Context: an optimization exercise on an open-source flow, tuned for small area, a short achievable clock period and few clock cycles per item. The choices shown serve that exercise and are no tape-out recipe.
Function was checked by simulation only, so behaviour that the tests miss may differ from the original.
Power is estimated from default activity; no workload was simulated.

$ cat design/flow/constraint.sdc
create_clock -name core_clock -period 20.0 [get_ports {clk}]
set_input_delay 4.0000 -clock core_clock [delete_from_list [all_inputs] [get_ports {clk}]]
set_output_delay 4.0000 -clock core_clock [all_outputs]
set_load 0.01 [all_outputs]
$ cat design/flow/flow/run.sh
#!/bin/bash
# Standard ORFS layout (the standard.sh, standard synthesis), with the
# timing repair steps asked for extra setup slack so that they also shorten
# the achieved clock period. Constraints and clock period are unchanged.
# Gate cloning is skipped: a cloned driver was left over its slew limit.
# Ports are buffered with buf_2 cells; the clock tree uses small clock buffers.
set -euo pipefail
bash standard.sh SETUP_SLACK_MARGIN=14 SKIP_GATE_CLONING=1 TNS_END_PERCENT=100 \
  "BUFFER_PORTS_ARGS=-buffer_cell sky130_fd_sc_hd__buf_2" \
  "CTS_BUF_LIST=sky130_fd_sc_hd__clkbuf_8 sky130_fd_sc_hd__clkbuf_16" finish > flow_make.log 2>&1
$ cat design/flow/design.v
`timescale 1ns / 1ns
module RegFile (
  input             clk,
  input             we,
  input      [ 4:0] wa,
  input      [31:0] wd,
  input      [ 4:0] ra1,
  input      [ 4:0] ra2,
  output reg [31:0] rd1,
  output reg [31:0] rd2
);
  reg [31:0] regs [1:31];
  integer i;
  always @(posedge clk) begin
    for (i = 1; i < 32; i = i + 1)
      if (we && wa == i) regs[i] <= wd;
  end
  always @(*) begin
    rd1 = 32'd0;
    rd2 = 32'd0;
    for (i = 1; i < 32; i = i + 1) begin
      rd1 = rd1 | (regs[i] & {32{ra1 == i}});
      rd2 = rd2 | (regs[i] & {32{ra2 == i}});
    end
  end
endmodule
`timescale 1ns / 1ns
module MulDiv (
  input         clk,
  input         rst,
  input         go,      
  input  [ 2:0] f3,
  input  [31:0] a,
  input  [31:0] b,
  input         load,    
  input  [12:0] d_bsel,  
  output        done,
  input  [ 2:0] m_f3,
  output [31:0] res
);
  reg  [ 1:0] ph;    
  reg  [ 4:0] cnt;
  reg  [ 1:0] mk;    
  reg  [33:0] acc;   
  reg  [31:0] lo;    
  reg  [32:0] dv;    
  reg         an, qn;
  wire is_div = f3[2];
  wire a_sg = ~(f3[1] & f3[0]);    
  wire b_sg = ~f3[1];              
  wire [32:0] ma = {a_sg & a[31], a};
  wire [32:0] mb = {b_sg & b[31], b};
  wire last0 = (&mb[32:7])  | ~(|mb[32:7]);
  wire last1 = (&mb[32:15]) | ~(|mb[32:15]);
  wire last2 = (&mb[32:23]) | ~(|mb[32:23]);
  wire mlast = (cnt[1:0] == 2'd0) ? last0 :
               (cnt[1:0] == 2'd1) ? last1 :
               (cnt[1:0] == 2'd2) ? last2 : 1'b1;
  reg [12:0] bsel;
  reg [7:0] by;
  reg       sb, pv;
  always @(*) begin
    case (cnt[1:0])
      2'd0: begin by = mb[15:8];  sb = mb[15]; pv = mb[7];  end
      2'd1: begin by = mb[23:16]; sb = mb[23]; pv = mb[15]; end
      default: begin by = mb[31:24]; sb = mb[32]; pv = mb[23]; end
    endcase
  end
  wire [12:0] n_bsel;
  BoothSel nb (.by(by), .sb(sb), .pv(pv), .sel(n_bsel));
  always @(posedge clk) begin
    if (load)
      bsel <= d_bsel;
    else if (go && !is_div)
      bsel <= n_bsel;
  end
  wire [41:0] row [0:4];
  wire [3:0]  neg;
  wire [41:0] ma42 = {{9{ma[32]}}, ma};
  genvar k;
  generate
    for (k = 0; k < 4; k = k + 1) begin : booth
      wire one = bsel[3*k], two = bsel[3*k+1];
      assign neg[k] = bsel[3*k+2];
      wire [41:0] mag = ({42{one}} & ma42) | ({42{two}} & {ma42[40:0], 1'b0});
      wire [41:0] sgn = mag ^ {42{neg[k]}};
      assign row[k] = sgn << (2 * k);
    end
  endgenerate
  assign row[4] = {({42{bsel[12]}} & ma42)} << 8;
  wire [41:0] c1 = row[1] | {41'd0, neg[0]};
  wire [41:0] c2 = row[2] | {39'd0, neg[1], 2'd0};
  wire [41:0] c3 = row[3] | {37'd0, neg[2], 4'd0};
  wire [41:0] c4 = row[4] | {35'd0, neg[3], 6'd0};
  wire [41:0] c0 = row[0];
  wire [41:0] ca = (ph == 2'd0) ? 42'd0 : {{8{acc[33]}}, acc};
  wire [41:0] s1a = c0 ^ c1 ^ c2;
  wire [41:0] k1a = ((c0 & c1) | (c0 & c2) | (c1 & c2)) << 1;
  wire [41:0] s1b = c3 ^ c4 ^ ca;
  wire [41:0] k1b = ((c3 & c4) | (c3 & ca) | (c4 & ca)) << 1;
  wire [41:0] s2  = s1a ^ k1a ^ s1b;
  wire [41:0] k2  = ((s1a & k1a) | (s1a & s1b) | (k1a & s1b)) << 1;
  wire [41:0] s3  = s2 ^ k2 ^ k1b;
  wire [41:0] k3  = ((s2 & k2) | (s2 & k1b) | (k2 & k1b)) << 1;
  wire [41:0] t   = s3 + k3;
  wire sg    = ~f3[0];
  wire a_neg = sg & a[31];
  wire b_neg = sg & b[31];
  wire [31:0] aa = a_neg ? (~a + 32'd1) : a;
  wire [31:0] ba = b_neg ? (~b + 32'd1) : b;
  wire bz   = ~(|b);
  wire triv = bz | (aa < ba);
  function [4:0] msb;
    input [31:0] v;
    integer j;
    begin
      msb = 5'd0;
      for (j = 0; j < 32; j = j + 1)
        if (v[j]) msb = j;
    end
  endfunction
  wire [4:0] sh = msb(acc[31:0]) - msb(dv[31:0]);
  wire [33:0] d1  = {2'b00, acc[31:0]} - {1'b0, dv};
  wire        ge1 = ~d1[33];
  wire [31:0] r1  = ge1 ? d1[31:0] : acc[31:0];
  wire [33:0] d2  = {2'b00, r1} - {2'b00, dv[32:1]};
  wire        ge2 = ~d2[33];
  wire [31:0] r2  = ge2 ? d2[31:0] : r1;
  assign done = is_div ? ((ph == 2'd0) ? triv : (ph == 2'd2) & (cnt == 5'd0)) : mlast;
  always @(posedge clk) begin
    if (rst) begin
      ph  <= 2'd0;
      cnt <= 5'd0;
    end else if (go) begin
      if (!is_div) begin
        acc <= t[41:8];
        lo  <= {t[7:0], lo[31:8]};
        if (mlast) begin
          ph  <= 2'd0;
          cnt <= 5'd0;
          mk  <= cnt[1:0];
        end else begin
          ph  <= 2'd2;
          cnt <= cnt + 5'd1;
        end
      end else begin
        case (ph)
          2'd0: begin
            acc <= {2'b00, aa};
            dv  <= {1'b0, ba};
            lo  <= {32{bz}};
            an  <= a_neg;
            qn  <= (a_neg ^ b_neg) & ~bz;
            if (!triv) ph <= 2'd1;
          end
          2'd1: begin
            dv  <= dv << {sh[4:1], 1'b1};
            cnt <= {1'b0, sh[4:1]};
            ph  <= 2'd2;
          end
          default: begin
            acc[31:0] <= r2;
            lo <= {lo[29:0], ge1, ge2};
            dv <= dv >> 2;
            if (cnt == 5'd0) ph <= 2'd0;
            else cnt <= cnt - 5'd1;
          end
        endcase
      end
    end
  end
  reg [31:0] mlo, mhi;
  always @(*) begin
    case (mk)
      2'd0: begin mlo = {acc[23:0], lo[31:24]}; mhi = {{22{acc[33]}}, acc[33:24]}; end
      2'd1: begin mlo = {acc[15:0], lo[31:16]}; mhi = {{14{acc[33]}}, acc[33:16]}; end
      2'd2: begin mlo = {acc[7:0],  lo[31:8]};  mhi = {{6{acc[33]}},  acc[33:8]};  end
      default: begin mlo = lo; mhi = acc[31:0]; end
    endcase
  end
  wire        nsel = m_f3[1] ? an : qn;
  wire [31:0] nin  = m_f3[1] ? acc[31:0] : lo;
  wire [31:0] dres = (nin ^ {32{nsel}}) + {31'd0, nsel};
  assign res = m_f3[2] ? dres : (m_f3[1:0] == 2'b00) ? mlo : mhi;
endmodule
module BoothSel (
  input  [ 7:0] by,
  input         sb,
  input         pv,
  output [12:0] sel
);
  wire [8:0] bb = {by, pv};
  genvar k;
  generate
    for (k = 0; k < 4; k = k + 1) begin : enc
      wire b0 = bb[2*k], b1 = bb[2*k+1], b2 = bb[2*k+2];
      assign sel[3*k]   = b0 ^ b1;
      assign sel[3*k+1] = (b2 & ~b1 & ~b0) | (~b2 & b1 & b0);
      assign sel[3*k+2] = b2 & ~(b1 & b0);
    end
  endgenerate
  assign sel[12] = by[7] & ~sb;
endmodule
`timescale 1ns / 1ns
module DatapathPipelined (
  input         clk,
  input         rst,
  output [31:0] pc_to_imem,
  input  [31:0] inst_from_imem,
  output [31:0] addr_to_dmem,
  input  [31:0] load_data_from_dmem,
  output [31:0] store_data_to_dmem,
  output [ 3:0] store_we_to_dmem,
  output        halt,
  output [31:0] trace_writeback_pc,
  output [31:0] trace_writeback_inst
);
  reg  [31:2] f_pc;
  reg         d_valid;
  reg  [31:2] d_pc;
  reg  [31:0] d_inst;
  reg         x_valid;
  reg  [31:2] x_pc;
  reg  [31:0] x_inst;
  reg  [31:0] x_a, x_b, x_sd;
  reg         x_cin;
  reg  [ 4:0] x_rd;
  reg  [ 2:0] x_f3;
  reg         x_wr, x_load, x_store, x_br, x_pred, x_jalr, x_halt, x_md;
  reg         x_sel_add, x_sel_slt, x_sel_xor, x_sel_or, x_sel_and;
  reg         x_sel_sll, x_sel_sr, x_sel_link, x_sra;
  reg         m_wr, m_load, m_md;
  reg  [ 4:0] m_rd;
  reg  [ 2:0] m_f3;
  reg  [31:0] m_res, m_sd;
  reg  [ 3:0] m_we;
  reg         w_wr, w_load;
  reg  [ 4:0] w_rd;
  reg  [ 2:0] w_f3;
  reg  [ 1:0] w_off;
  reg  [31:0] w_reg;
  wire [31:0] md_res;
  wire [31:0] m_fwd = m_md ? md_res : m_res;
  reg  [31:0] w_ld;
  always @(*) begin
    case (w_f3[1:0])
      2'b00: begin
        case (w_off)
          2'd0: w_ld[7:0] = w_reg[7:0];
          2'd1: w_ld[7:0] = w_reg[15:8];
          2'd2: w_ld[7:0] = w_reg[23:16];
          default: w_ld[7:0] = w_reg[31:24];
        endcase
        w_ld[31:8] = {24{~w_f3[2] & w_ld[7]}};
      end
      2'b01: begin
        w_ld[15:0] = w_off[1] ? w_reg[31:16] : w_reg[15:0];
        w_ld[31:16] = {16{~w_f3[2] & w_ld[15]}};
      end
      default: w_ld = w_reg;
    endcase
  end
  wire [31:0] w_data = w_load ? w_ld : w_reg;
  wire [4:0] d_op  = d_inst[6:2];
  wire [2:0] d_f3  = d_inst[14:12];
  wire [4:0] d_rd  = d_inst[11:7];
  wire [4:0] d_rs1 = d_inst[19:15];
  wire [4:0] d_rs2 = d_inst[24:20];
  wire d_lui   = (d_op == 5'b01101);
  wire d_auipc = (d_op == 5'b00101);
  wire d_jal   = (d_op == 5'b11011);
  wire d_jalr  = (d_op == 5'b11001);
  wire d_br    = (d_op == 5'b11000);
  wire d_load  = (d_op == 5'b00000);
  wire d_store = (d_op == 5'b01000);
  wire d_opimm = (d_op == 5'b00100);
  wire d_oprr  = (d_op == 5'b01100);
  wire d_sys   = (d_op == 5'b11100);
  wire d_md    = d_oprr & d_inst[25];
  wire d_alu   = d_opimm | (d_oprr & ~d_inst[25]);
  wire d_pred  = d_br & d_inst[31];      
  wire d_wr   = ~(d_br | d_store | d_sys) & (d_rd != 5'd0);
  wire d_use1 = ~(d_lui | d_auipc | d_jal);
  wire d_use2 = d_oprr | d_store | d_br;
  wire [31:0] imm_i = {{20{d_inst[31]}}, d_inst[31:20]};
  wire [31:0] imm_s = {{20{d_inst[31]}}, d_inst[31:25], d_inst[11:7]};
  wire [31:0] imm_u = {d_inst[31:12], 12'b0};
  wire [31:2] imm_b = {{19{d_inst[31]}}, d_inst[31], d_inst[7], d_inst[30:25], d_inst[11:9]};
  wire [31:2] imm_j = {{11{d_inst[31]}}, d_inst[31], d_inst[19:12], d_inst[20], d_inst[30:22]};
  wire [31:0] d_imm = d_store ? imm_s : (d_lui | d_auipc) ? imm_u : imm_i;
  wire [31:2] d_tgt = d_pc + (d_jal ? imm_j : imm_b);
  wire d_slt = d_alu & (d_f3 == 3'b010 || d_f3 == 3'b011);
  wire d_sub = d_br | d_slt | (d_oprr & ~d_inst[25] & d_inst[30] & d_f3 == 3'b000);
  wire [31:0] rf1, rf2;
  RegFile rf (
    .clk(clk), .we(w_wr), .wa(w_rd), .wd(w_data),
    .ra1(d_rs1), .ra2(d_rs2), .rd1(rf1), .rd2(rf2)
  );
  wire [31:0] x_res;
  wire        x_busy;
  wire x_hit1 = x_valid & x_wr & (x_rd == d_rs1);
  wire m_hit1 = m_wr & (m_rd == d_rs1);
  wire w_hit1 = w_wr & (w_rd == d_rs1);
  wire x_hit2 = x_valid & x_wr & (x_rd == d_rs2);
  wire m_hit2 = m_wr & (m_rd == d_rs2);
  wire w_hit2 = w_wr & (w_rd == d_rs2);
  wire [31:0] rs1v = x_hit1 ? x_res : m_hit1 ? m_fwd : w_hit1 ? w_data : rf1;
  wire [31:0] rs2v = x_hit2 ? x_res : m_hit2 ? m_fwd : w_hit2 ? w_data : rf2;
  wire x_late = x_load | x_md;
  wire hazard = d_valid & (
                (d_use1 & ((x_hit1 & x_late) | (m_hit1 & m_load))) |
                (d_use2 & ((x_hit2 & x_late) | (m_hit2 & m_load))));
  wire [12:0] d_bsel;
  BoothSel db (.by(rs2v[7:0]), .sb(rs2v[7]), .pv(1'b0), .sel(d_bsel));
  wire x_fire = x_valid & ~x_busy;
  wire x_taken;
  wire redirect_x = x_fire & (x_jalr | (x_br & (x_taken ^ x_pred)));
  wire d_hold = x_busy | hazard;
  wire redirect_d = d_valid & (d_jal | d_pred) & ~d_hold & ~redirect_x;
  wire [31:0] x_sum;
  assign pc_to_imem = {f_pc, 2'b00};
  always @(posedge clk) begin
    if (rst)
      f_pc <= 30'd0;
    else if (redirect_x)
      f_pc <= x_jalr ? x_sum[31:2] : x_sd[31:2];
    else if (redirect_d)
      f_pc <= d_tgt;
    else if (!d_hold)
      f_pc <= f_pc + 30'd1;
  end
  always @(posedge clk) begin
    if (rst)
      d_valid <= 1'b0;
    else if (redirect_x || redirect_d)
      d_valid <= 1'b0;
    else if (!d_hold)
      d_valid <= 1'b1;
  end
  always @(posedge clk) begin
    if (!d_hold) begin
      d_pc   <= f_pc;
      d_inst <= inst_from_imem;
    end
  end
  wire x_new = ~x_busy & d_valid & ~hazard & ~redirect_x;
  always @(posedge clk) begin
    if (rst)
      x_valid <= 1'b0;
    else if (!x_busy)
      x_valid <= x_new;
  end
  always @(posedge clk) begin
    if (rst) begin
      x_inst <= 32'd0;
      x_halt <= 1'b0;
    end else begin
      x_inst <= x_new ? d_inst : 32'd0;
      x_halt <= x_new & d_sys;
    end
    x_pc <= d_pc;
  end
  always @(posedge clk) begin
    if (!x_busy) begin
      x_a     <= d_lui ? 32'd0 : d_auipc ? {d_pc, 2'b00} : rs1v;
      x_b     <= (d_oprr | d_br ? rs2v : d_imm) ^ {32{d_sub}};
      x_sd    <= d_store ? rs2v : (d_br & ~d_pred) ? {d_tgt, 2'b00} : {f_pc, 2'b00};
      x_cin   <= d_sub;
      x_rd    <= d_rd;
      x_f3    <= d_f3;
      x_wr    <= d_wr;
      x_load  <= d_load;
      x_store <= d_store;
      x_br    <= d_br;
      x_pred  <= d_pred;
      x_jalr  <= d_jalr;
      x_md    <= d_md;
      x_sel_add  <= d_lui | d_auipc | d_load | d_store | (d_alu & d_f3 == 3'b000);
      x_sel_slt  <= d_slt;
      x_sel_xor  <= d_alu & d_f3 == 3'b100;
      x_sel_or   <= d_alu & d_f3 == 3'b110;
      x_sel_and  <= d_alu & d_f3 == 3'b111;
      x_sel_sll  <= d_alu & d_f3 == 3'b001;
      x_sel_sr   <= d_alu & d_f3 == 3'b101;
      x_sel_link <= d_jal | d_jalr;
      x_sra      <= d_inst[30];
    end
  end
  wire [32:0] sum33 = {1'b0, x_a} + {1'b0, x_b} + {32'd0, x_cin};
  assign x_sum = sum33[31:0];
  wire lt_u = ~sum33[32];
  wire lt_s = (x_a[31] == x_b[31]) ? x_a[31] : x_sum[31];    
  wire eq   = &(x_a ^ x_b);
  assign x_taken = x_f3[2] ? ((x_f3[1] ? lt_u : lt_s) ^ x_f3[0]) : (eq ^ x_f3[0]);
  wire [31:0] sll = x_a << x_b[4:0];
  wire signed [32:0] sra_in = {x_sra & x_a[31], x_a};
  wire [32:0] srx = sra_in >>> x_b[4:0];
  wire md_done;
  MulDiv md (
    .clk(clk), .rst(rst), .go(x_valid & x_md), .f3(x_f3),
    .a(x_a), .b(x_b), .load(~x_busy), .d_bsel(d_bsel),
    .done(md_done), .m_f3(m_f3), .res(md_res)
  );
  assign x_busy = x_valid & x_md & ~md_done;
  assign x_res = ({32{x_sel_add}}  & x_sum)
               | ({32{x_sel_slt}}  & {31'd0, x_f3[0] ? lt_u : lt_s})
               | ({32{x_sel_xor}}  & (x_a ^ x_b))
               | ({32{x_sel_or}}   & (x_a | x_b))
               | ({32{x_sel_and}}  & (x_a & x_b))
               | ({32{x_sel_sll}}  & sll)
               | ({32{x_sel_sr}}   & srx[31:0])
               | ({32{x_sel_link}} & x_sd);
  reg [3:0] x_we;
  always @(*) begin
    case (x_f3[1:0])
      2'b00:   x_we = 4'b0001 << x_sum[1:0];
      2'b01:   x_we = x_sum[1] ? 4'b1100 : 4'b0011;
      default: x_we = 4'b1111;
    endcase
  end
  always @(posedge clk) begin
    if (rst) begin
      m_wr <= 1'b0;
      m_we <= 4'd0;
    end else begin
      m_wr <= x_fire & x_wr;
      m_we <= (x_fire & x_store) ? x_we : 4'd0;
    end
    m_load <= x_load;
    m_md   <= x_md;
    m_rd   <= x_rd;
    m_f3   <= x_f3;
    m_res  <= x_res;
    m_sd   <= (x_f3[1:0] == 2'b00) ? {4{x_sd[7:0]}} :
              (x_f3[1:0] == 2'b01) ? {2{x_sd[15:0]}} : x_sd;
  end
  assign addr_to_dmem       = m_res;
  assign store_data_to_dmem = m_sd;
  assign store_we_to_dmem   = m_we;
  always @(posedge clk) begin
    if (rst)
      w_wr <= 1'b0;
    else
      w_wr <= m_wr;
    w_load <= m_load;
    w_rd   <= m_rd;
    w_f3   <= m_f3;
    w_off  <= m_res[1:0];
    w_reg  <= m_load ? load_data_from_dmem : m_fwd;
  end
  assign trace_writeback_pc   = {x_pc, 2'b00};
  assign trace_writeback_inst = x_inst;
  assign halt                 = x_halt;
endmodule
$ cat design/flow/standard.sh
#!/bin/bash
# synth_recipe.tcl (not shown) runs the flow's synth.tcl, then flattens the netlist and writes it again
# the make line also repeats each setting of config.mk as NAME=value (left out here)
make -C /OpenROAD-flow-scripts/flow DESIGN_CONFIG=/design/flow/config.mk WORK_HOME=/design/flow/orfs CLKGATE_MAP_FILE= SYNTH_SCRIPT=/design/flow/synth_recipe.tcl "${@:-finish}"
$ cat design/flow/config.mk
export PLATFORM = sky130hd
export DESIGN_NAME = DatapathPipelined
export DESIGN_NICKNAME = DatapathPipelined
export VERILOG_FILES = /design/flow/design.v
export SDC_FILE = /design/flow/constraint.sdc
export NUM_CORES = 4
export LEC_CHECK = 0
export CAP_MARGIN = 30
export CELL_PAD_IN_SITES_DETAIL_PLACEMENT = 1
export CELL_PAD_IN_SITES_GLOBAL_PLACEMENT = 2
export CORE_MARGIN = 2
export CORE_UTILIZATION = 40
export PLACE_DENSITY = 0.55
export SLEW_MARGIN = 30
==> results.sh, run 1 <==
export IMPL_status="no timing/DRC/antenna violations"
export IMPL_drive_gt1_share_pct=17.4
export IMPL_start_util_pct=40.1
export IMPL_largest_register_ffs=992
export IMPL_cts_buffers=171
export IMPL_rsz0062_at_grt="yes"
export IMPL_die_area_sq_um=237000
export IMPL_post_dp_cell_area_sq_um=99000
export IMPL_syn_inst=8942
export IMPL_setup_violations=0
export IMPL_crit_path_top_delay_cell="a2111oi_4"
export IMPL_dp_hpwl_um=376000
export IMPL_vias_per_cell=7.18
export IMPL_fp_coreArea_sq_um=232000
export IMPL_fmax_mhz=166
export IMPL_area_growth_pct=15.8
export IMPL_top_level_ports=231
export IMPL_power_mw=14.4
export IMPL_cp_max_fo=6
export IMPL_min_period_ns=6.04
export IMPL_antenna_found_initial=63
export IMPL_fp_dieH_um=487
export IMPL_endpoint_kind="flop"
export IMPL_grt_pass1_wl_um=745000
export IMPL_die_x_um=487
export IMPL_hold_class="reg2reg"
export IMPL_synth_top_family_by_area="compound AO/OA/AOI/OAI gates"
export IMPL_cp_required_ns=20.56
export IMPL_route_detailed_drc=0
export IMPL_routed_wl_um=558000
export IMPL_setup_worst_path_start_class="flop"
export IMPL_cp_top_family="compound AO/OA/AOI/OAI gates"
export IMPL_hold_viol=0
export IMPL_cts_tree="done"
export IMPL_worst_pin_slew_ns=1.17
export IMPL_ctsLongestPathBuffers=3
export IMPL_fin_util_pct=46.5
export IMPL_cts_sinks=1516
export IMPL_insertion_delay_ns=0.91
export IMPL_grt_pass1_vias=86100
export IMPL_synthSimpleGateAreaFrac_pct=11.9
export IMPL_power_density_nw_per_um2=134
export IMPL_nFillCells=24900
export IMPL_synth_area_per_cell_sq_um=10.4
export IMPL_synth_compound_area_share_pct=21.0
export IMPL_yosys_area_share_xor_xnor_pct=4.57
export IMPL_track_usage_pct=45.7
export IMPL_clock_root_buffer="clkbuf_16"
export IMPL_dp_cells=11900
export IMPL_final_common_cell="edfxtp_1"
export IMPL_cap_viol_max_count=0
export IMPL_cts_hold_buf=0
export IMPL_reg_top3="rf.regs x992, md.acc x34, md.dv x33"
export IMPL_p_leak_nw=40.3
export IMPL_synthDistinctLibCells=115
export IMPL_crit_type="reg2reg"
export IMPL_crit_top_cell="o211ai_1"
export IMPL_finalClockSkew_ns=0.0980
export IMPL_cp_data_arrival_time_ns=6.60
export IMPL_final_cell_mix="edfxtp_1, a22oi_1, nand2_1"
export IMPL_drtIter0Drc=15000
export IMPL_final_setup_tns_ns=0
export IMPL_grt_max_degree=77
export IMPL_rows=177
export IMPL_synth_edf_count=1290
export IMPL_grt_ovfl_total=0
export IMPL_wl_per_cell_um=45.1
export IMPL_place_gp_congestion=1.00
export IMPL_peakVddDrop_mv=0.324
export IMPL_muxShareOfSynthArea_pct=4.96
export IMPL_nNetsFinal=9633
export IMPL_final_cells=12400
export IMPL_synth_seq_cells=1516
export IMPL_final_area_sq_um=108000
export IMPL_ys_async_sr_fraction_pct=0
export IMPL_firstDrtPassIters=10
export IMPL_syn_area_sq_um=93200
export IMPL_cp_slowest_stage_delay_ns=0.42
export IMPL_post_route_period_util_pct=30.2
export IMPL_yosysSeqAreaShare_pct=46.4
export IMPL_synth_main_ff_cell="edfxtp_1"
export IMPL_vias=88900
export IMPL_synthAdderAreaFrac_pct=6.63
export IMPL_slew_headroom_pct=22.3
export IMPL_ant_nets=0
export IMPL_htree_levels=4
export IMPL_ys_warn_count=4
export IMPL_cp_num_buf_inv=8
export IMPL_portBuffers=226
export IMPL_drv_slew=0
export IMPL_regMostFlops="rf.regs"
export IMPL_clk_pin_slew_worst_paths_ns=0.07
## Yosys cell counts (226+ instances only)
cell      number  area share [%]
a21oi_1      426             2.3
a22oi_1     1046             8.4
clkbuf_1     518             2.1
dfxtp_1      226             4.9
edfxtp_1    1290              42
ha_1         255             3.4
inv_1        355             1.4
nand2_1      729             2.9
nand3_1      235             1.3
nor2_1       637             2.6
o21ai_0      365             2.0
xnor2_1      297             2.8
## per-layer routing
metal / up-vias / global-route usage [%] / part of all wire [%]
met3: 1841 / 12.6 / 12
met2: 7132 / 67.2 / 42
met4: 6 / 34.5 / 9.1
met5: - / 0.245 / 0.020
met1: 45300 / 57.1 / 36
li1: 34600 / - / -
## per-stage QoR
step | setup slack (ns) | hold slack, ns
2_1_floorplan | 14.02 | 0.332
3_3_place_gp | 11.16 | 0.360
3_5_place_dp | 11.10 | 0.366
4_1_cts | 14.00 | 0.377
5_1_grt | 13.70 | 0.400
6_report | 13.96 | 0.391
## kinds of logic (layout without fill, tap and decap cells)
logic type,Yosys count,in the layout
buffers and inverters,1058,1418
AOI/OAI and AO/OA,2780,2780
DFF,1516,1516
muxes,339,339
other,1,43
adders and majority gates,404,404
and+or+nand+nor,2358,2358
xor gates and xnor gates,486,486
## where the power goes
group / total [mW] / switching [mW] / internal (mW)
logic: 7.27 / 4.68 / 2.59
clock network: 3.34 / 1.48 / 1.86
registers: 3.80 / 0.136 / 3.67
total: 14.4 / 6.29 / 8.12
## final timing paths
check,startpoint,to,slack [ns],depth (start not counted)
max,md.acc[7]$_DFFE_PP_,md.acc[24]$_DFFE_PP_,13.96,30
min,x_load$_DFFE_PN_,m_load$_DFF_P_,0.39,0
max reg2reg,md.acc[7]$_DFFE_PP_,md.acc[24]$_DFFE_PP_,13.96,30
min reg2reg,x_load$_DFFE_PN_,m_load$_DFF_P_,0.39,0
## final cells by class
class | count | area [sq um] | share of cell area, %
multi-input cells | 6371 | 47800 | 44.3
flip-flops and latches | 1516 | 43300 | 40.1
repair buffers | 742 | 5660 | 5.25
clock buffers | 178 | 4390 | 4.07
well taps | 3043 | 3810 | 3.53
clock inverters | 137 | 1490 | 1.38
inverters | 361 | 1370 | 1.27
diodes | 39 | 97.6 | 0.0905
## repair_timing
| action | in CTS | in global routing |
|---|---|---|
| resized for setup | 179 | 172 |
| setup endpoints to repair | 331 | 207 |
| pin swaps | 40 | 72 |
| setup buffers | 100 | 53 |
Testbench counts, summed over its fixed seeds: cycles 218,843, instrs 148,298.
==> inputs of run 2 (changes only) <==
--- a/design/flow/config.mk
+++ b/design/flow/config.mk
@@ -10,5 +10,7 @@
 export CELL_PAD_IN_SITES_GLOBAL_PLACEMENT = 2
 export CORE_MARGIN = 2
-export CORE_UTILIZATION = 40
-export PLACE_DENSITY = 0.55
+export CORE_UTILIZATION = 45
+export CTS_CLUSTER_DIAMETER = 80
+export CTS_CLUSTER_SIZE = 24
+export PLACE_DENSITY = 0.6
 export SLEW_MARGIN = 30
==> results.sh, run 2 <==
export IMPL_status="no timing/DRC/antenna violations"
export IMPL_whs_path_depth=0
export IMPL_power_density_nw_per_um2=125
export IMPL_ys_warn_count=4
export IMPL_yosysSeqAreaShare_pct=46.4
export IMPL_firstDrtPassIters=9
export IMPL_vias_per_cell=7.54
export IMPL_synthDistinctLibCells=115
export IMPL_synth_edf_count=1290
export IMPL_yosysTopAreaCell="edfxtp_1"
export IMPL_insertion_delay_ns=0.87
export IMPL_setup_ws_ns=13.95
export IMPL_grt_pass1_wl_um=723000
export IMPL_worstReg2RegStart="d_inst[22]$_DFFE_PN_"
export IMPL_grt_ovfl_total=0
export IMPL_fp_dieH_um=459
export IMPL_synth_most_common_cell="edfxtp_1"
export IMPL_fmax_mhz=165
export IMPL_vias=89600
export IMPL_place_gp_congestion=1.04
export IMPL_final_setup_tns_ns=0
export IMPL_cp_num_buf_inv=2
export IMPL_portBuffers=226
export IMPL_cts_tree="done"
export IMPL_crit_type="reg2reg"
export IMPL_syn_area_sq_um=93200
export IMPL_routed_wl_um=540000
export IMPL_post_dp_cell_area_sq_um=98200
export IMPL_syn_inst=8942
export IMPL_synth_area_per_cell_sq_um=10.4
export IMPL_min_delay_worst_endpoint="m_load$_DFF_P_"
export IMPL_crit_path_top_delay_cell="a31oi_2"
export IMPL_rows=167
export IMPL_setup_worst_path_start_class="flop"
export IMPL_path_cells="buf_4, nor3b_1, and2_2, buf_4, a22oi_1, nand4_1, nor3_1, nand3_1, o211ai_1, a31oi_2, a21oi_1, xnor2_1"
export IMPL_die_area_sq_um=211000
export IMPL_min_delay_start="x_load$_DFFE_PN_"
export IMPL_route_detailed_drc=0
export IMPL_hold_class="reg2reg"
export IMPL_cts_buffers=98
export IMPL_routedLengthMet1_um=188000
export IMPL_dr_wl_met3_um=73800
export IMPL_ys_async_sr_fraction_pct=0
export IMPL_wl_met2_um=223000
export IMPL_drv_slew=0
export IMPL_worst_pin_slew_ns=1.23
export IMPL_top_level_ports=231
export IMPL_crit_top_cell="buf_4"
export IMPL_endpoint_kind="flop"
export IMPL_ctsLongestPathBuffers=3
export IMPL_reg2reg_to="x_b[3]$_DFFE_PN_"
export IMPL_nNetsFinal=9526
export IMPL_largest_register_ffs=992
export IMPL_holdWs_ns=0.409
export IMPL_drtIter0Drc=16800
export IMPL_post_route_period_util_pct=30.3
export IMPL_cts_hold_buf=0
export IMPL_rsz0062_at_grt="yes"
export IMPL_area_growth_pct=12.2
export IMPL_cp_top_family="simple AND/OR/NAND/NOR gates"
export IMPL_die_x_um=459
export IMPL_dpl_worst_slack_ns=11.41
export IMPL_min_period_ns=6.05
export IMPL_fp_coreArea_sq_um=206000
export IMPL_final_cell_mix="edfxtp_1, a22oi_1, nand2_1"
export IMPL_synthTopCellsByCount="edfxtp_1, a22oi_1, nand2_1, nor2_1, clkbuf_1"
export IMPL_cts_sinks=1516
export IMPL_final_common_cell="edfxtp_1"
export IMPL_start_util_pct=45.1
export IMPL_regMostFlops="rf.regs"
export IMPL_worstRegToRegCells=12
export IMPL_reg2reg_slack_ns=13.95
export IMPL_netlist_area_leader_share_pct=41.6
export IMPL_cp_data_arrival_time_ns=6.48
export IMPL_track_usage_pct=49.5
export IMPL_grt_pass1_vias=85900
export IMPL_reg_top3="rf.regs x992, md.acc x34, md.dv x33"
export IMPL_p_leak_nw=38.7
export IMPL_synth_main_ff_cell="edfxtp_1"
export IMPL_antenna_found_initial=47
export IMPL_clk_pin_slew_worst_paths_ns=0.10
export IMPL_slew_headroom_pct=17.6
export IMPL_cap_viol_max_count=0
export IMPL_top_layer_used="met5"
export IMPL_setup_violations=0
export IMPL_drive_gt1_share_pct=16.1
export IMPL_dp_hpwl_um=357000
export IMPL_cp_required_ns=20.43
export IMPL_wl_per_cell_um=45.5
export IMPL_ys_top_cells_by_area="edfxtp_1, a22oi_1, dfxtp_1"
export IMPL_synth_seq_cells=1516
export IMPL_hold_viol=0
export IMPL_peakVddDrop_mv=0.271
export IMPL_clock_root_buffer="clkbuf_16"
export IMPL_grt_max_degree=77
export IMPL_htree_levels=3
export IMPL_power_mw=13.1
export IMPL_ant_nets=0
export IMPL_finalClockSkew_ns=0.124
export IMPL_cp_max_fo=25
export IMPL_cp_slowest_stage_delay_ns=0.93
export IMPL_final_area_sq_um=105000
## run 2: worst reg2reg max path: stages (launching register included)
cell      delay (ns)
edfxtp_1        0.36
buf_4           0.30
nor3b_1         0.57
and2_2          0.71
buf_4           0.82
a22oi_1         0.23
nand4_1         0.15
nor3_1          0.07
nand3_1         0.28
o211ai_1        0.26
a31oi_2         0.94
a21oi_1         0.22
xnor2_1         0.76
## run 2: cells by family (layout without fill, tap and decap cells)
family	after synthesis	after routing	synth area share, %
buffers and inverters	1058	1245	4.50
flip-flops	1516	1516	46.4
AND/OR/NAND/NOR	2358	2358	11.9
other	1	45	0.00403
XOR/XNOR	486	486	4.57
multiplexers	339	339	4.96
adder cells (fa/ha/maj)	404	404	6.63
AO/OA/AOI/OAI	2780	2780	21.0
## run 2: area by class of cell
| type | count | area (sq um) |
|---|---|---|
| clock buffer | 100 | 2490 |
| clock inverter | 76 | 857 |
| sequential | 1516 | 43300 |
| inverter | 361 | 1360 |
| fill | 22100 | 102000 |
| antenna | 41 | 103 |
| tap | 2704 | 3380 |
| multi-input combinational | 6371 | 47700 |
| timing repair buffer | 708 | 5350 |
## run 2: power by group
part | total [mW] | internal, mW | switching (mW)
Combinational | 7.02 | 2.52 | 4.50
Sequential | 3.79 | 3.66 | 0.126
Clock | 2.30 | 0.995 | 1.30
## run 2: stage by stage
step           util [%]  cells
2_1_floorplan         -   8945
3_3_place_gp       47.5  11500
3_5_place_dp       47.6  11500
4_1_cts            49.8  11800
5_1_grt            50.6  11800
6_report           50.6  11900
## run 2: how the worst max path moves through the flow
stage | from | endpoint | depth (start not counted)
after floorplan | rst | md.acc[0]$_DFFE_PP_ | 4
after global placement | md.acc[9]$_DFFE_PP_ | md.acc[13]$_DFFE_PP_ | 22
after detailed placement | md.acc[8]$_DFFE_PP_ | md.acc[13]$_DFFE_PP_ | 22
after CTS | x_b[4]$_DFFE_PN_ | f_pc[16]$_SDFFE_PP0P_ | 25
after global routing | md.dv[9]$_DFFE_PP_ | md.acc[10]$_DFFE_PP_ | 29
final | d_inst[22]$_DFFE_PN_ | x_b[3]$_DFFE_PN_ | 12
## run 2: per-layer routing
metal	global-route usage, %	up-vias
met2	70.9	7862
met5	0.459	-
met4	40.1	26
met1	60.5	45100
li1	-	34300
met3	16.8	2327
## run 2: timing repair
item                                    4_1_cts  5_1_grt
buffers inserted                             75       70
cloned                                        0        0
pin swaps                                    32       62
endpoints found under the setup margin      323      247
resized for setup                           142      195
==> inputs of run 3 (changes only) <==
--- a/design/flow/config.mk
+++ b/design/flow/config.mk
@@ -13,4 +13,4 @@
 export CTS_CLUSTER_DIAMETER = 80
 export CTS_CLUSTER_SIZE = 24
-export PLACE_DENSITY = 0.6
+export PLACE_DENSITY = 0.7
 export SLEW_MARGIN = 30
==> results.sh, run 3 <==
export IMPL_drive_gt1_share_pct=16.1
export IMPL_rsz0062_at_grt="yes"
export IMPL_routedLengthMet1_um=188000
export IMPL_cts_sinks=1516
export IMPL_top_level_ports=231
export IMPL_netlist_area_leader_share_pct=41.6
export IMPL_start_util_pct=45.1
export IMPL_clk_pin_slew_worst_paths_ns=0.10
export IMPL_synthDistinctLibCells=115
export IMPL_post_route_period_util_pct=30.3
export IMPL_switching_power_mw=5.93
export IMPL_netSwitchingFraction_pct=45.2
export IMPL_yosysTopAreaCell="edfxtp_1"
export IMPL_yosysSeqAreaShare_pct=46.4
export IMPL_fp_dieH_um=459
export IMPL_cts_tree="done"
export IMPL_wl_met2_um=223000
export IMPL_firstDrtPassIters=9
export IMPL_area_growth_pct=12.2
export IMPL_vias=89600
export IMPL_place_gp_congestion=1.04
export IMPL_setup_violations=0
export IMPL_slew_headroom_pct=17.6
export IMPL_vias_per_cell=7.54
export IMPL_setup_ws_ns=13.95
export IMPL_nNetsFinal=9526
export IMPL_hold_class="reg2reg"
export IMPL_cp_slowest_stage_delay_ns=0.93
export IMPL_p_leak_nw=38.7
export IMPL_synth_area_per_cell_sq_um=10.4
export IMPL_dr_wl_met3_um=73800
export IMPL_cp_required_ns=20.43
export IMPL_ant_nets=0
export IMPL_reg_top3="rf.regs x992, md.acc x34, md.dv x33"
export IMPL_die_area_sq_um=211000
export IMPL_endpoint_kind="flop"
export IMPL_path_cells="buf_4, nor3b_1, and2_2, buf_4, a22oi_1, nand4_1, nor3_1, nand3_1, o211ai_1, a31oi_2, a21oi_1, xnor2_1"
export IMPL_cp_data_arrival_time_ns=6.48
export IMPL_routed_wl_um=540000
export IMPL_synthTopCellsByCount="edfxtp_1, a22oi_1, nand2_1, nor2_1, clkbuf_1"
export IMPL_cts_buffers=98
export IMPL_final_cell_mix="edfxtp_1, a22oi_1, nand2_1"
export IMPL_seq_area_sq_um=43300
export IMPL_final_setup_tns_ns=0
export IMPL_post_dp_cell_area_sq_um=98200
export IMPL_final_common_cell="edfxtp_1"
export IMPL_ys_top_cells_by_area="edfxtp_1, a22oi_1, dfxtp_1"
export IMPL_hold_viol=0
export IMPL_grt_max_degree=77
export IMPL_drtIter0Drc=16800
export IMPL_syn_area_sq_um=93200
export IMPL_p_int_mw=7.18
export IMPL_synth_edf_count=1290
export IMPL_grt_ovfl_total=0
export IMPL_peakVddDrop_mv=0.271
export IMPL_drv_slew=0
export IMPL_final_cells=11900
export IMPL_status="no timing/DRC/antenna violations"
export IMPL_cap_viol_max_count=0
export IMPL_fmax_mhz=165
export IMPL_worst_pin_slew_ns=1.23
export IMPL_power_density_nw_per_um2=125
export IMPL_die_x_um=459
export IMPL_synth_seq_cells=1516
export IMPL_power_frac_clock_pct=17.5
export IMPL_crit_path_top_delay_cell="a31oi_2"
export IMPL_grt_pass1_vias=85900
export IMPL_nFillCells=22100
export IMPL_portBuffers=226
export IMPL_track_usage_pct=49.5
export IMPL_insertion_delay_ns=0.87
export IMPL_largest_register_ffs=992
export IMPL_route_detailed_drc=0
export IMPL_combinationalPowerShare_pct=53.6
export IMPL_ys_warn_count=4
export IMPL_wl_per_cell_um=45.5
export IMPL_finalClockSkew_ns=0.124
export IMPL_crit_type="reg2reg"
export IMPL_regMostFlops="rf.regs"
export IMPL_multi_input_area_sq_um=47700
export IMPL_cp_max_fo=25
export IMPL_p_seq_share_pct=28.9
export IMPL_rows=167
export IMPL_grt_pass1_wl_um=723000
export IMPL_final_area_sq_um=105000
export IMPL_antenna_found_initial=47
export IMPL_power_mw=13.1
export IMPL_dp_cells=11500
export IMPL_crit_top_cell="buf_4"
export IMPL_dp_hpwl_um=357000
export IMPL_top_layer_used="met5"
export IMPL_ctsLongestPathBuffers=3
export IMPL_synth_main_ff_cell="edfxtp_1"
export IMPL_htree_levels=3
export IMPL_setup_worst_path_start_class="flop"
export IMPL_dpl_worst_slack_ns=11.41
export IMPL_ys_async_sr_fraction_pct=0
export IMPL_min_period_ns=6.05
export IMPL_syn_inst=8942
export IMPL_clock_root_buffer="clkbuf_16"
export IMPL_synth_most_common_cell="edfxtp_1"
export IMPL_fp_coreArea_sq_um=206000
-- run 3: area by class of cell --
cell class	count	area share, %
multi-input cells	6371	45.6
well taps	2704	3.24
clock buffers	100	2.38
repair buffers	708	5.12
clock inverters	76	0.820
flip-flops and latches	1516	41.4
diodes	41	0.0982
inverters	361	1.30
-- run 3: power by group through the flow --
| stage | clock network (mW) | logic (mW) | registers (mW) |
|---|---|---|---|
| 2_1_floorplan | 0 | 4.00 | 3.79 |
| 6_report | 2.30 | 7.02 | 3.79 |
| 4_1_cts | 2.28 | 6.55 | 3.78 |
| 3_3_place_gp | 0 | 6.20 | 3.85 |
| 5_1_grt | 2.37 | 7.45 | 3.78 |
| 3_5_place_dp | 0 | 6.29 | 3.85 |
-- run 3: per-layer routing --
layer / global-route usage (%) / vias to the layer above
met5: 0.459 / -
met1: 60.5 / 45100
met2: 70.9 / 7862
li1: - / 34300
met4: 40.1 / 26
met3: 16.8 / 2327
-- run 3: critical path: cells and delay by family, from the launching register on --
family	cells	cell delay [ns]
DFF	1	0.36
xor gates and xnor gates	1	0.76
AOI/OAI and AO/OA	4	1.59
buffers and inverters	2	1.08
and+or+nand+nor	5	1.77
-- run 3: kinds of logic after synthesis --
family                     Yosys count  synth area share [%]
other                                1               0.00403
muxes                              339                  4.96
AOI/OAI and AO/OA                 2780                  21.0
xor gates and xnor gates           486                  4.57
buffers and inverters             1058                  4.50
adders and majority gates          404                  6.63
DFF                               1516                  46.4
and+or+nand+nor                   2358                  11.9
-- run 3: worst paths after layout --
| kind | startpoint | endpoint | slack (ns) | depth (start not counted) |
|---|---|---|---|---|
| max reg2reg | d_inst[22]$_DFFE_PN_ | x_b[3]$_DFFE_PN_ | 13.95 | 12 |
| max | d_inst[22]$_DFFE_PN_ | x_b[3]$_DFFE_PN_ | 13.95 | 12 |
| min | x_load$_DFFE_PN_ | m_load$_DFF_P_ | 0.41 | 0 |
| min reg2reg | x_load$_DFFE_PN_ | m_load$_DFF_P_ | 0.41 | 0 |
-- run 3: per-stage QoR --
step	hold WS, ns	utilization, %
3_5_place_dp	0.382	47.6
3_3_place_gp	0.364	47.5
6_report	0.409	50.6
5_1_grt	0.409	50.6
2_1_floorplan	0.332	-
4_1_cts	0.403	49.8
-- run 3: timing repair --
action / in CTS / in global routing
setup endpoints to repair: 323 / 247
pin swaps: 32 / 62
gates cloned: 0 / 0
gates resized for setup: 142 / 195
hold buffers: 0 / 0
buffers inserted: 75 / 70
==> inputs of run 4 (changes only) <==
--- a/design/flow/flow/run.sh
+++ b/design/flow/flow/run.sh
@@ -6,5 +6,5 @@
 # Ports are buffered with buf_2 cells; the clock tree uses small clock buffers.
 set -euo pipefail
-bash standard.sh SETUP_SLACK_MARGIN=14 SKIP_GATE_CLONING=1 TNS_END_PERCENT=100 \
+bash standard.sh SETUP_SLACK_MARGIN=13.75 SKIP_GATE_CLONING=1 TNS_END_PERCENT=100 \
   "BUFFER_PORTS_ARGS=-buffer_cell sky130_fd_sc_hd__buf_2" \
   "CTS_BUF_LIST=sky130_fd_sc_hd__clkbuf_8 sky130_fd_sc_hd__clkbuf_16" finish > flow_make.log 2>&1
--- a/design/flow/config.mk
+++ b/design/flow/config.mk
@@ -13,4 +13,4 @@
 export CTS_CLUSTER_DIAMETER = 80
 export CTS_CLUSTER_SIZE = 24
-export PLACE_DENSITY = 0.7
+export PLACE_DENSITY = 0.6
 export SLEW_MARGIN = 30
==> results.sh, run 4 <==
export IMPL_peakVddDrop_mv=0.274
export IMPL_cp_max_fo=8
export IMPL_status="no timing/DRC/antenna violations"
export IMPL_largest_register_ffs=992
export IMPL_path_cells="inv_1, ha_1, a21oi_1, o21ai_0, a31o_2, o2111ai_2, o21ai_2, a21bo_2, a21oi_1, nor2b_1, o21ai_0, nand2b_1, fa_1, a222oi_1, nand4_1, o21ai_0, o21ai_0, xor2_1"
export IMPL_crit_top_cell="o21ai_0"
export IMPL_place_gp_congestion=1.04
export IMPL_ant_nets=0
export IMPL_min_delay_worst_endpoint="m_load$_DFF_P_"
export IMPL_ys_async_sr_fraction_pct=0
export IMPL_htree_levels=3
export IMPL_synth_seq_cells=1516
export IMPL_cap_viol_max_count=0
export IMPL_worstReg2RegStart="x_b[8]$_DFFE_PN_"
export IMPL_final_common_cell="edfxtp_1"
export IMPL_final_setup_tns_ns=0
export IMPL_rsz0062_at_grt="yes"
export IMPL_drv_slew=0
export IMPL_drtIter0Drc=17400
export IMPL_portBuffers=226
export IMPL_top_level_ports=231
export IMPL_synth_main_ff_cell="edfxtp_1"
export IMPL_drive_gt1_share_pct=15.0
export IMPL_cts_tree="done"
export IMPL_yosysSeqAreaShare_pct=46.4
export IMPL_setup_ws_ns=13.70
export IMPL_cts_buffers=98
export IMPL_min_delay_start="x_load$_DFFE_PN_"
export IMPL_vias_per_cell=7.54
export IMPL_die_area_sq_um=211000
export IMPL_grt_max_degree=77
export IMPL_synth_most_common_cell="edfxtp_1"
export IMPL_fp_coreArea_sq_um=206000
export IMPL_die_x_um=459
export IMPL_nFillCells=22100
export IMPL_antenna_found_initial=50
export IMPL_regMostFlops="rf.regs"
export IMPL_clk_pin_slew_worst_paths_ns=0.10
export IMPL_power_mw=12.8
export IMPL_routed_wl_um=536000
export IMPL_hold_class="reg2reg"
export IMPL_synthDistinctLibCells=115
export IMPL_ctsLongestPathBuffers=3
export IMPL_ys_top_cells_by_area="edfxtp_1, a22oi_1, dfxtp_1"
export IMPL_dpl_worst_slack_ns=10.85
export IMPL_wl_per_cell_um=45.3
export IMPL_nNetsFinal=9471
export IMPL_rows=167
export IMPL_clock_root_buffer="clkbuf_16"
export IMPL_insertion_delay_ns=0.84
export IMPL_worst_pin_slew_ns=1.23
export IMPL_yosysTopAreaCell="edfxtp_1"
export IMPL_syn_inst=8942
export IMPL_route_detailed_drc=0
export IMPL_syn_area_sq_um=93200
export IMPL_cp_required_ns=20.55
export IMPL_reg2reg_to="x_b[31]$_DFFE_PN_"
export IMPL_whs_path_depth=0
export IMPL_firstDrtPassIters=10
export IMPL_dp_hpwl_um=352000
export IMPL_power_density_nw_per_um2=124
export IMPL_setup_violations=0
export IMPL_vias=89100
export IMPL_p_leak_nw=38.4
export IMPL_reg2reg_slack_ns=13.70
export IMPL_reg_top3="rf.regs x992, md.acc x34, md.dv x33"
export IMPL_cp_slowest_stage_delay_ns=0.84
export IMPL_hold_viol=0
export IMPL_finalClockSkew_ns=0.0491
export IMPL_grt_pass1_vias=86000
export IMPL_netlist_area_leader_share_pct=41.6
export IMPL_crit_path_top_delay_cell="edfxtp_1"
export IMPL_area_growth_pct=11.3
export IMPL_grt_pass1_wl_um=717000
export IMPL_slew_headroom_pct=17.1
export IMPL_crit_type="reg2reg"
export IMPL_synth_area_per_cell_sq_um=10.4
export IMPL_fin_util_pct=50.2
export IMPL_ys_warn_count=4
export IMPL_endpoint_kind="flop"
export IMPL_track_usage_pct=49.1
export IMPL_cts_sinks=1516
export IMPL_fmax_mhz=159
export IMPL_fp_dieH_um=459
export IMPL_start_util_pct=45.1
export IMPL_worstRegToRegCells=18
export IMPL_synthTopCellsByCount="edfxtp_1, a22oi_1, nand2_1, nor2_1, clkbuf_1"
export IMPL_cp_data_arrival_time_ns=6.84
export IMPL_synth_edf_count=1290
export IMPL_grt_ovfl_total=0
export IMPL_post_route_period_util_pct=31.5
export IMPL_setup_worst_path_start_class="flop"
export IMPL_min_period_ns=6.30
export IMPL_final_cell_mix="edfxtp_1, a22oi_1, nand2_1"
run 4: cell counts after synthesis:
No cell type changed its count.
run 4: power breakdown:
| group | internal [mW] | leakage (nW) | switching (mW) |
|---|---|---|---|
| combinational | 2.33 | 22.6 | 4.33 |
| sequential | 3.66 | 14.1 | 0.133 |
| clock | 1.05 | 1.71 | 1.30 |
run 4: worst max path at each step:
stage,depth (start not counted),end,startpoint,slack (ns)
after floorplan,4,md.acc[0]$_DFFE_PP_,rst,13.80
after global placement,21,md.acc[13]$_DFFE_PP_,md.acc[9]$_DFFE_PP_,11.11
after detailed placement,21,md.acc[13]$_DFFE_PP_,md.acc[7]$_DFFE_PP_,10.85
after CTS,26,md.acc[28]$_DFFE_PP_,md.dv[5]$_DFFE_PP_,13.75
after global routing,28,md.acc[24]$_DFFE_PP_,md.dv[7]$_DFFE_PP_,13.53
final,18,x_b[31]$_DFFE_PN_,x_b[8]$_DFFE_PN_,13.70
run 4: cell families (layout without fill, tap and decap cells):
| kind of cell | after synthesis | in the layout | share of synthesized area (%) |
|---|---|---|---|
| adders and majority gates | 404 | 404 | 6.63 |
| muxes | 339 | 339 | 4.96 |
| xor gates and xnor gates | 486 | 486 | 4.57 |
| DFF | 1516 | 1516 | 46.4 |
| other | 1 | 36 | 0.00403 |
| buffers and inverters | 1058 | 1189 | 4.50 |
| and+or+nand+nor | 2358 | 2358 | 11.9 |
| AOI/OAI and AO/OA | 2780 | 2780 | 21.0 |
run 4: layout make-up:
cell class,instances,area (sq um),area share (%)
flip-flops and latches,1516,43300,41.7
diodes,32,80.1,0.0772
repair buffers,653,4820,4.65
multi-input cells,6371,47300,45.6
well taps,2704,3380,3.26
clock inverters,74,950,0.916
clock buffers,101,2500,2.42
inverters,361,1370,1.32
run 4: critical path, delay by kind of cell, from the launching register on:
kind	cells	cell delay [ns]
adder cells (fa/ha/maj)	2	1.10
flip-flops	1	0.84
XOR/XNOR	1	0.17
AND/OR/NAND/NOR	3	0.73
AO/OA/AOI/OAI	11	2.94
buffers and inverters	1	0.23
run 4: per-layer routing:
layer / GRT usage, % / part of all wire (%) / vias up
met1: 60.4 / 35 / 44500
li1: - / - / 34200
met2: 70.1 / 41 / 8073
met3: 16.8 / 14 / 2295
met5: 0.0918 / 0.025 / -
met4: 39.0 / 9.8 / 20
run 4: metrics by stage:
step | hold slack [ns] | instances | instance area, sq um
global placement | 0.368 | 11500 | 97900
global route | 0.407 | 11800 | 104000
floorplan | 0.332 | 8945 | 93200
detailed placement | 0.359 | 11500 | 98000
CTS | 0.395 | 11700 | 102000
finish | 0.382 | 11800 | 104000
run 4: repair_timing:
action	4_1_cts	5_1_grt
pin swaps	23	46
endpoints found under the setup margin	229	185
gates resized for setup	103	124
setup buffers	49	69
hold buffers	0	0
==> inputs of run 5 (changes only) <==
--- a/design/flow/flow/run.sh
+++ b/design/flow/flow/run.sh
@@ -6,5 +6,5 @@
 # Ports are buffered with buf_2 cells; the clock tree uses small clock buffers.
 set -euo pipefail
-bash standard.sh SETUP_SLACK_MARGIN=13.75 SKIP_GATE_CLONING=1 TNS_END_PERCENT=100 \
+bash standard.sh SETUP_SLACK_MARGIN=14 SKIP_GATE_CLONING=1 TNS_END_PERCENT=100 \
   "BUFFER_PORTS_ARGS=-buffer_cell sky130_fd_sc_hd__buf_2" \
   "CTS_BUF_LIST=sky130_fd_sc_hd__clkbuf_8 sky130_fd_sc_hd__clkbuf_16" finish > flow_make.log 2>&1
--- a/design/flow/config.mk
+++ b/design/flow/config.mk
@@ -7,6 +7,6 @@
 export LEC_CHECK = 0
 export CAP_MARGIN = 30
-export CELL_PAD_IN_SITES_DETAIL_PLACEMENT = 1
-export CELL_PAD_IN_SITES_GLOBAL_PLACEMENT = 2
+export CELL_PAD_IN_SITES_DETAIL_PLACEMENT = 0
+export CELL_PAD_IN_SITES_GLOBAL_PLACEMENT = 1
 export CORE_MARGIN = 2
 export CORE_UTILIZATION = 45
==> results.sh, run 5 <==
export IMPL_route_detailed_drc=0
export IMPL_fp_dieH_um=459
export IMPL_fp_coreArea_sq_um=206000
export IMPL_track_usage_pct=46.1
export IMPL_cap_viol_max_count=0
export IMPL_synth_area_per_cell_sq_um=10.4
export IMPL_grt_ovfl_total=0
export IMPL_nNetsFinal=9489
export IMPL_firstDrtPassIters=9
export IMPL_synth_most_common_cell="edfxtp_1"
export IMPL_peakVddDrop_mv=0.226
export IMPL_grt_max_degree=68
export IMPL_clk_pin_slew_worst_paths_ns=0.10
export IMPL_cts_sinks=1516
export IMPL_die_area_sq_um=211000
export IMPL_vias_per_cell=7.29
export IMPL_switching_power_mw=5.57
export IMPL_slew_headroom_pct=22.5
export IMPL_finalClockSkew_ns=0.0869
export IMPL_ys_warn_count=4
export IMPL_routed_wl_um=502000
export IMPL_power_density_nw_per_um2=121
export IMPL_vias=86200
export IMPL_syn_area_sq_um=93200
export IMPL_p_int_mw=7.04
export IMPL_p_leak_nw=38.5
export IMPL_worst_pin_slew_ns=1.16
export IMPL_cp_num_buf_inv=1
export IMPL_top_level_ports=231
export IMPL_min_period_ns=6.04
export IMPL_cp_data_arrival_time_ns=2.04
export IMPL_yosysSeqAreaShare_pct=46.4
export IMPL_path_cells="buf_2"
export IMPL_setup_violations=0
export IMPL_drtIter0Drc=16600
export IMPL_cts_tree="done"
export IMPL_fin_util_pct=50.3
export IMPL_final_area_sq_um=104000
export IMPL_p_seq_share_pct=30.1
export IMPL_syn_inst=8942
export IMPL_htree_levels=3
export IMPL_wl_per_cell_um=42.5
export IMPL_cp_top_family="flip-flops"
export IMPL_final_setup_tns_ns=0
export IMPL_largest_register_ffs=992
export IMPL_rows=167
export IMPL_final_cell_mix="edfxtp_1, a22oi_1, nand2_1"
export IMPL_cts_hold_buf=0
export IMPL_post_route_period_util_pct=30.2
export IMPL_synth_main_ff_cell="edfxtp_1"
export IMPL_cp_slowest_stage_delay_ns=0.95
export IMPL_grt_pass1_vias=80300
export IMPL_drv_slew=0
export IMPL_place_gp_congestion=1.05
export IMPL_ant_nets=0
export IMPL_status="no timing/DRC/antenna violations"
export IMPL_insertion_delay_ns=0.89
export IMPL_netSwitchingFraction_pct=44.2
export IMPL_ctsLongestPathBuffers=3
export IMPL_synth_edf_count=1290
export IMPL_synthDistinctLibCells=115
export IMPL_endpoint_kind="output port"
export IMPL_combinationalPowerShare_pct=51.8
export IMPL_synthTopCellsByCount="edfxtp_1, a22oi_1, nand2_1, nor2_1, clkbuf_1"
export IMPL_setup_worst_path_start_class="flop"
export IMPL_cp_required_ns=16.00
export IMPL_netlist_area_leader_share_pct=41.6
export IMPL_crit_type="reg2out"
export IMPL_portBuffers=226
export IMPL_antenna_found_initial=42
export IMPL_final_common_cell="edfxtp_1"
export IMPL_die_x_um=459
export IMPL_regMostFlops="rf.regs"
export IMPL_grt_pass1_wl_um=675000
export IMPL_ys_top_cells_by_area="edfxtp_1, a22oi_1, dfxtp_1"
export IMPL_cp_max_fo=2
export IMPL_area_growth_pct=11.5
export IMPL_cts_buffers=98
export IMPL_post_dp_cell_area_sq_um=98000
export IMPL_yosysTopAreaCell="edfxtp_1"
export IMPL_fmax_mhz=166
export IMPL_power_frac_clock_pct=18.2
export IMPL_start_util_pct=45.1
export IMPL_hold_class="reg2reg"
export IMPL_ys_async_sr_fraction_pct=0
export IMPL_clock_root_buffer="clkbuf_16"
export IMPL_synth_seq_cells=1516
export IMPL_dp_hpwl_um=332000
export IMPL_crit_path_top_delay_cell="dfxtp_1"
export IMPL_drive_gt1_share_pct=15.2
export IMPL_hold_viol=0
export IMPL_reg_top3="rf.regs x992, md.acc x34, md.dv x33"
export IMPL_rsz0062_at_grt="yes"
==> run 5: cell counts after synthesis <==
Identical to the previous run, type by type.
==> run 5: cell type report <==
| class | instances | area (sq um) |
|---|---|---|
| tap | 2704 | 3380 |
| clock buffer | 100 | 2480 |
| clock inverter | 78 | 900 |
| multi-input combinational | 6371 | 47400 |
| inverter | 361 | 1370 |
| sequential | 1516 | 43300 |
| antenna | 20 | 50.0 |
| fill | 18900 | 103000 |
| timing repair buffer | 671 | 5030 |
==> run 5: path summary, 6_finish.rpt <==
kind	startpoint	end	slack (ns)	cells after the start
setup reg to reg	d_inst[21]$_DFFE_PN_	x_sd[1]$_SDFFCE_PN0N_	13.98	11
hold reg to reg	m_res[1]$_DFF_P_	w_off[1]$_DFF_P_	0.40	0
setup / recovery	m_res[19]$_DFF_P_	addr_to_dmem[19]	13.96	1
hold / removal	m_res[1]$_DFF_P_	w_off[1]$_DFF_P_	0.40	0
==> run 5: repair_timing <==
action | CTS | global route
endpoints found under the setup margin | 324 | 249
resized for setup | 111 | 147
endpoints found under the hold margin | 0 | 0
buffers inserted | 70 | 66
pin swaps | 28 | 59
==> run 5: cells by family after synthesis <==
kind of cell / share of synthesized area, %
other: 0.00403
xor gates and xnor gates: 4.57
buffers and inverters: 4.50
and+or+nand+nor: 11.9
adders and majority gates: 6.63
DFF: 46.4
AOI/OAI and AO/OA: 21.0
muxes: 4.96
==> run 5: power by group through the flow <==
stage                     Clock [mW]  Sequential, mW  Combinational (mW)
after floorplan                    0            3.79                4.00
after global placement             0            3.86                5.99
after detailed placement           0            3.86                6.03
after CTS                       2.28            3.78                6.21
after global routing            2.39            3.79                6.97
final                           2.29            3.79                6.53
==> run 5: per-stage QoR <==
stage	total power [mW]	setup WS (ns)	hold slack, ns	instances
3_5_place_dp	9.89	11.26	0.391	11500
3_3_place_gp	9.85	10.76	0.389	11500
5_1_grt	13.1	13.89	0.405	11800
4_1_cts	12.3	14.00	0.407	11700
6_report	12.6	13.96	0.398	11800
2_1_floorplan	7.79	14.02	0.332	8945
==> run 5: per-layer routing <==
layer | track usage (%) | vias up | share of wire (%) | wire, um
met5 | 0 | - | 0.036 | 179
met4 | 34.5 | 28 | 9.5 | 47700
met3 | 13.1 | 1998 | 13 | 63600
met2 | 68.8 | 7288 | 43 | 216000
met1 | 56.6 | 42700 | 35 | 174000
li1 | - | 34200 | - | -
==> inputs of run 6 (changes only) <==
--- a/design/flow/flow/run.sh
+++ b/design/flow/flow/run.sh
@@ -6,5 +6,5 @@
 # Ports are buffered with buf_2 cells; the clock tree uses small clock buffers.
 set -euo pipefail
-bash standard.sh SETUP_SLACK_MARGIN=14 SKIP_GATE_CLONING=1 TNS_END_PERCENT=100 \
+bash standard.sh SETUP_SLACK_MARGIN=14.1 SKIP_GATE_CLONING=1 TNS_END_PERCENT=100 \
   "BUFFER_PORTS_ARGS=-buffer_cell sky130_fd_sc_hd__buf_2" \
   "CTS_BUF_LIST=sky130_fd_sc_hd__clkbuf_8 sky130_fd_sc_hd__clkbuf_16" finish > flow_make.log 2>&1
==> results.sh, run 6 <==
export IMPL_status="no timing/DRC/antenna violations"
export IMPL_yosysTopAreaCell="edfxtp_1"
export IMPL_cp_slowest_stage_delay_ns=0.56
export IMPL_combinationalPowerShare_pct=52.5
export IMPL_synthTopCellsByCount="edfxtp_1, a22oi_1, nand2_1, nor2_1, clkbuf_1"
export IMPL_worst_pin_slew_ns=1.24
export IMPL_wl_per_cell_um=42.7
export IMPL_area_growth_pct=12.0
export IMPL_power_density_nw_per_um2=124
export IMPL_synth_edf_count=1290
export IMPL_cts_buffers=100
export IMPL_clock_root_buffer="clkbuf_16"
export IMPL_cp_num_buf_inv=3
export IMPL_hold_viol=0
export IMPL_yosysSeqAreaShare_pct=46.4
export IMPL_fp_coreArea_sq_um=206000
export IMPL_vias_per_cell=7.33
export IMPL_netlist_area_leader_share_pct=41.6
export IMPL_crit_type="reg2reg"
export IMPL_track_usage_pct=46.2
export IMPL_min_delay_start="m_res[1]$_DFF_P_"
export IMPL_ctsLongestPathBuffers=3
export IMPL_cp_max_fo=21
export IMPL_crit_top_cell="fa_1"
export IMPL_setup_ws_ns=14.00
export IMPL_fin_util_pct=50.5
export IMPL_nNetsFinal=9494
export IMPL_slew_headroom_pct=17.3
export IMPL_routed_wl_um=505000
export IMPL_regMostFlops="rf.regs"
export IMPL_setup_violations=0
export IMPL_ys_top_cells_by_area="edfxtp_1, a22oi_1, dfxtp_1"
export IMPL_final_area_sq_um=104000
export IMPL_p_seq_share_pct=29.3
export IMPL_antenna_found_initial=36
export IMPL_vias=86600
export IMPL_grt_max_degree=77
export IMPL_finalClockSkew_ns=0.109
export IMPL_crit_path_top_delay_cell="fa_1"
export IMPL_path_cells="buf_4, a22oi_1, xor2_1, fa_1, fa_1, inv_1, fa_1, ha_1, a21oi_1, o21ai_1, a221o_1, a22oi_2, buf_6, or4_4, o21ai_4, o41ai_4, o21ai_1, xor2_1, a221o_1"
export IMPL_dp_hpwl_um=334000
export IMPL_synth_main_ff_cell="edfxtp_1"
export IMPL_ys_async_sr_fraction_pct=0
export IMPL_cp_data_arrival_time_ns=6.68
export IMPL_grt_ovfl_total=0
export IMPL_holdWs_ns=0.392
export IMPL_insertion_delay_ns=0.84
export IMPL_drtIter0Drc=16000
export IMPL_top_level_ports=231
export IMPL_worstReg2RegStart="x_a[8]$_SDFFCE_PN0N_"
export IMPL_post_route_period_util_pct=30.0
export IMPL_hold_class="reg2reg"
export IMPL_setup_worst_path_start_class="flop"
export IMPL_grt_pass1_wl_um=676000
export IMPL_power_frac_clock_pct=18.2
export IMPL_cts_sinks=1516
export IMPL_final_cells=11800
export IMPL_place_gp_congestion=1.05
export IMPL_p_int_mw=7.20
export IMPL_ys_warn_count=4
export IMPL_drive_gt1_share_pct=15.4
export IMPL_portBuffers=226
export IMPL_syn_area_sq_um=93200
export IMPL_grt_pass1_vias=80700
export IMPL_die_area_sq_um=211000
export IMPL_endpoint_kind="flop"
export IMPL_drv_slew=0
export IMPL_dpl_worst_slack_ns=11.19
export IMPL_htree_levels=3
export IMPL_cp_top_family="adder cells"
export IMPL_synth_most_common_cell="edfxtp_1"
export IMPL_final_cell_mix="edfxtp_1, a22oi_1, nand2_1"
export IMPL_fp_dieH_um=459
export IMPL_largest_register_ffs=992
export IMPL_final_common_cell="edfxtp_1"
export IMPL_netSwitchingFraction_pct=44.4
export IMPL_syn_inst=8942
export IMPL_synthDistinctLibCells=115
export IMPL_p_leak_nw=38.6
export IMPL_rows=167
export IMPL_rsz0062_at_grt="yes"
export IMPL_route_detailed_drc=0
export IMPL_start_util_pct=45.1
export IMPL_min_period_ns=6.00
export IMPL_dp_cells=11500
export IMPL_power_mw=12.9
export IMPL_peakVddDrop_mv=0.271
export IMPL_synth_area_per_cell_sq_um=10.4
export IMPL_cts_tree="done"
export IMPL_clk_pin_slew_worst_paths_ns=0.10
export IMPL_reg_top3="rf.regs x992, md.acc x34, md.dv x33"
export IMPL_cp_required_ns=20.67
export IMPL_firstDrtPassIters=11
export IMPL_synth_seq_cells=1516
export IMPL_crit_start="x_a[8]$_SDFFCE_PN0N_"
export IMPL_switching_power_mw=5.75
export IMPL_fmax_mhz=167
export IMPL_final_setup_tns_ns=0
export IMPL_die_x_um=459
export IMPL_post_dp_cell_area_sq_um=98000
export IMPL_cap_viol_max_count=0
export IMPL_ant_nets=0
run 6: cell types whose count changed in the layout (fill, tap and decap cells not counted), moves of 5 or more:
cell       delta
a22oi_2       +5
a211oi_1      +5
a211oi_2      -5
clkbuf_16     +7
a22oi_1       -5
buf_4        -11
o21ai_0       -9
o21ai_1       +8
buf_16        +6
inv_1        -10
run 6: cell families after synthesis:
group,after synthesis,share of synthesized area [%]
compound gates,2780,21.0
xor+xnor,486,4.57
fa+ha+maj,404,6.63
buf+inv,1058,4.50
flops,1516,46.4
mux,339,4.96
other cells,1,0.00403
simple gates,2358,11.9
run 6: power groups by stage:
stage                     Combinational (mW)  Sequential [mW]  Clock (mW)
after CTS                               6.46             3.78        2.35
after floorplan                         4.00             3.79           0
after global placement                  6.16             3.87           0
final                                   6.80             3.79        2.35
after global routing                    7.23             3.79        2.45
after detailed placement                6.17             3.87           0
run 6: area by class of cell:
cell class                 instances  area (sq um)
fill                           18800        102000
timing repair buffer             674          5250
multi-input combinational       6371         47500
clock inverter                    70           837
inverter                         361          1380
sequential                      1516         43300
antenna                           21          52.6
tap                             2704          3380
clock buffer                     107          2660
run 6: metal layers:
metal / share of wire, % / vias to the layer above / track usage [%]
met5: 0.036 / - / 0.0689
li1: - / 34200 / -
met1: 34 / 42600 / 56.0
met3: 13 / 2215 / 13.1
met2: 43 / 7563 / 68.8
met4: 10 / 28 / 37.0
run 6: final timing paths:
check,to,slack (ns),cells after the start
setup / recovery,md.acc[30]$_DFFE_PP_,14.00,19
hold / removal,w_off[1]$_DFF_P_,0.39,0
hold reg to reg,w_off[1]$_DFF_P_,0.39,0
setup reg to reg,md.acc[30]$_DFFE_PP_,14.00,19
run 6: worst reg2reg max path, stage by stage, from the launching register on:
cell      delay (ns)
edfxtp_1        0.39
buf_4           0.26
a22oi_1         0.25
xor2_1          0.20
fa_1            0.46
fa_1            0.56
inv_1           0.05
fa_1            0.50
ha_1            0.44
a21oi_1         0.10
o21ai_1         0.25
a221o_1         0.25
a22oi_2         0.10
buf_6           0.15
or4_4           0.50
o21ai_4         0.24
o41ai_4         0.15
o21ai_1         0.22
xor2_1          0.54
a221o_1         0.25
run 6: timing repair:
action | in CTS | in global routing
gates resized for setup | 149 | 136
hold buffers | 0 | 0
pin swaps | 32 | 58
setup buffers | 99 | 50
endpoints found under the setup margin | 321 | 202

what the ideal ports hide:
No port has a modelled driver above. Below, the same layouts with a new extraction and two added sets of constraints. Step 1 assumes that a clkbuf_16 drives the clock port and a buf_2 every other input. Step 2 moves the port delays by t, midway between the first and last clock arrival at a register: inputs arrive t later, outputs are due t later. That takes back most of the time a late clock gives input paths. a / b / c = ideal / step 1 / step 2; a / b = the first two.
run	shift t [ns]	slack for setup (ns)	slew at the worst register clock pin (ns)	worst slew at a driven data input, ns	pins driven straight from the clock port
run 1	0.967	13.959 / 13.959 / 13.959	0.07 / 0.07	0.22	1
run 2	0.912	13.949 / 13.949 / 13.949	0.11 / 0.11	0.06	1
run 3	0.912	13.949 / 13.949 / 13.949	0.11 / 0.11	0.06	1
run 4	0.915	13.703 / 13.703 / 13.703	0.11 / 0.11	0.05	1
run 5	0.920	13.962 / 13.881 / 13.978	0.11 / 0.11	0.07	1
run 6	0.879	13.996 / 13.983 / 13.764	0.10 / 0.10	0.10	1
After both steps every run listed still meets setup and hold. For run 6, which loses most, drivers alone change the setup slack by -0.013 ns; drivers and shift together by -0.232 ns.
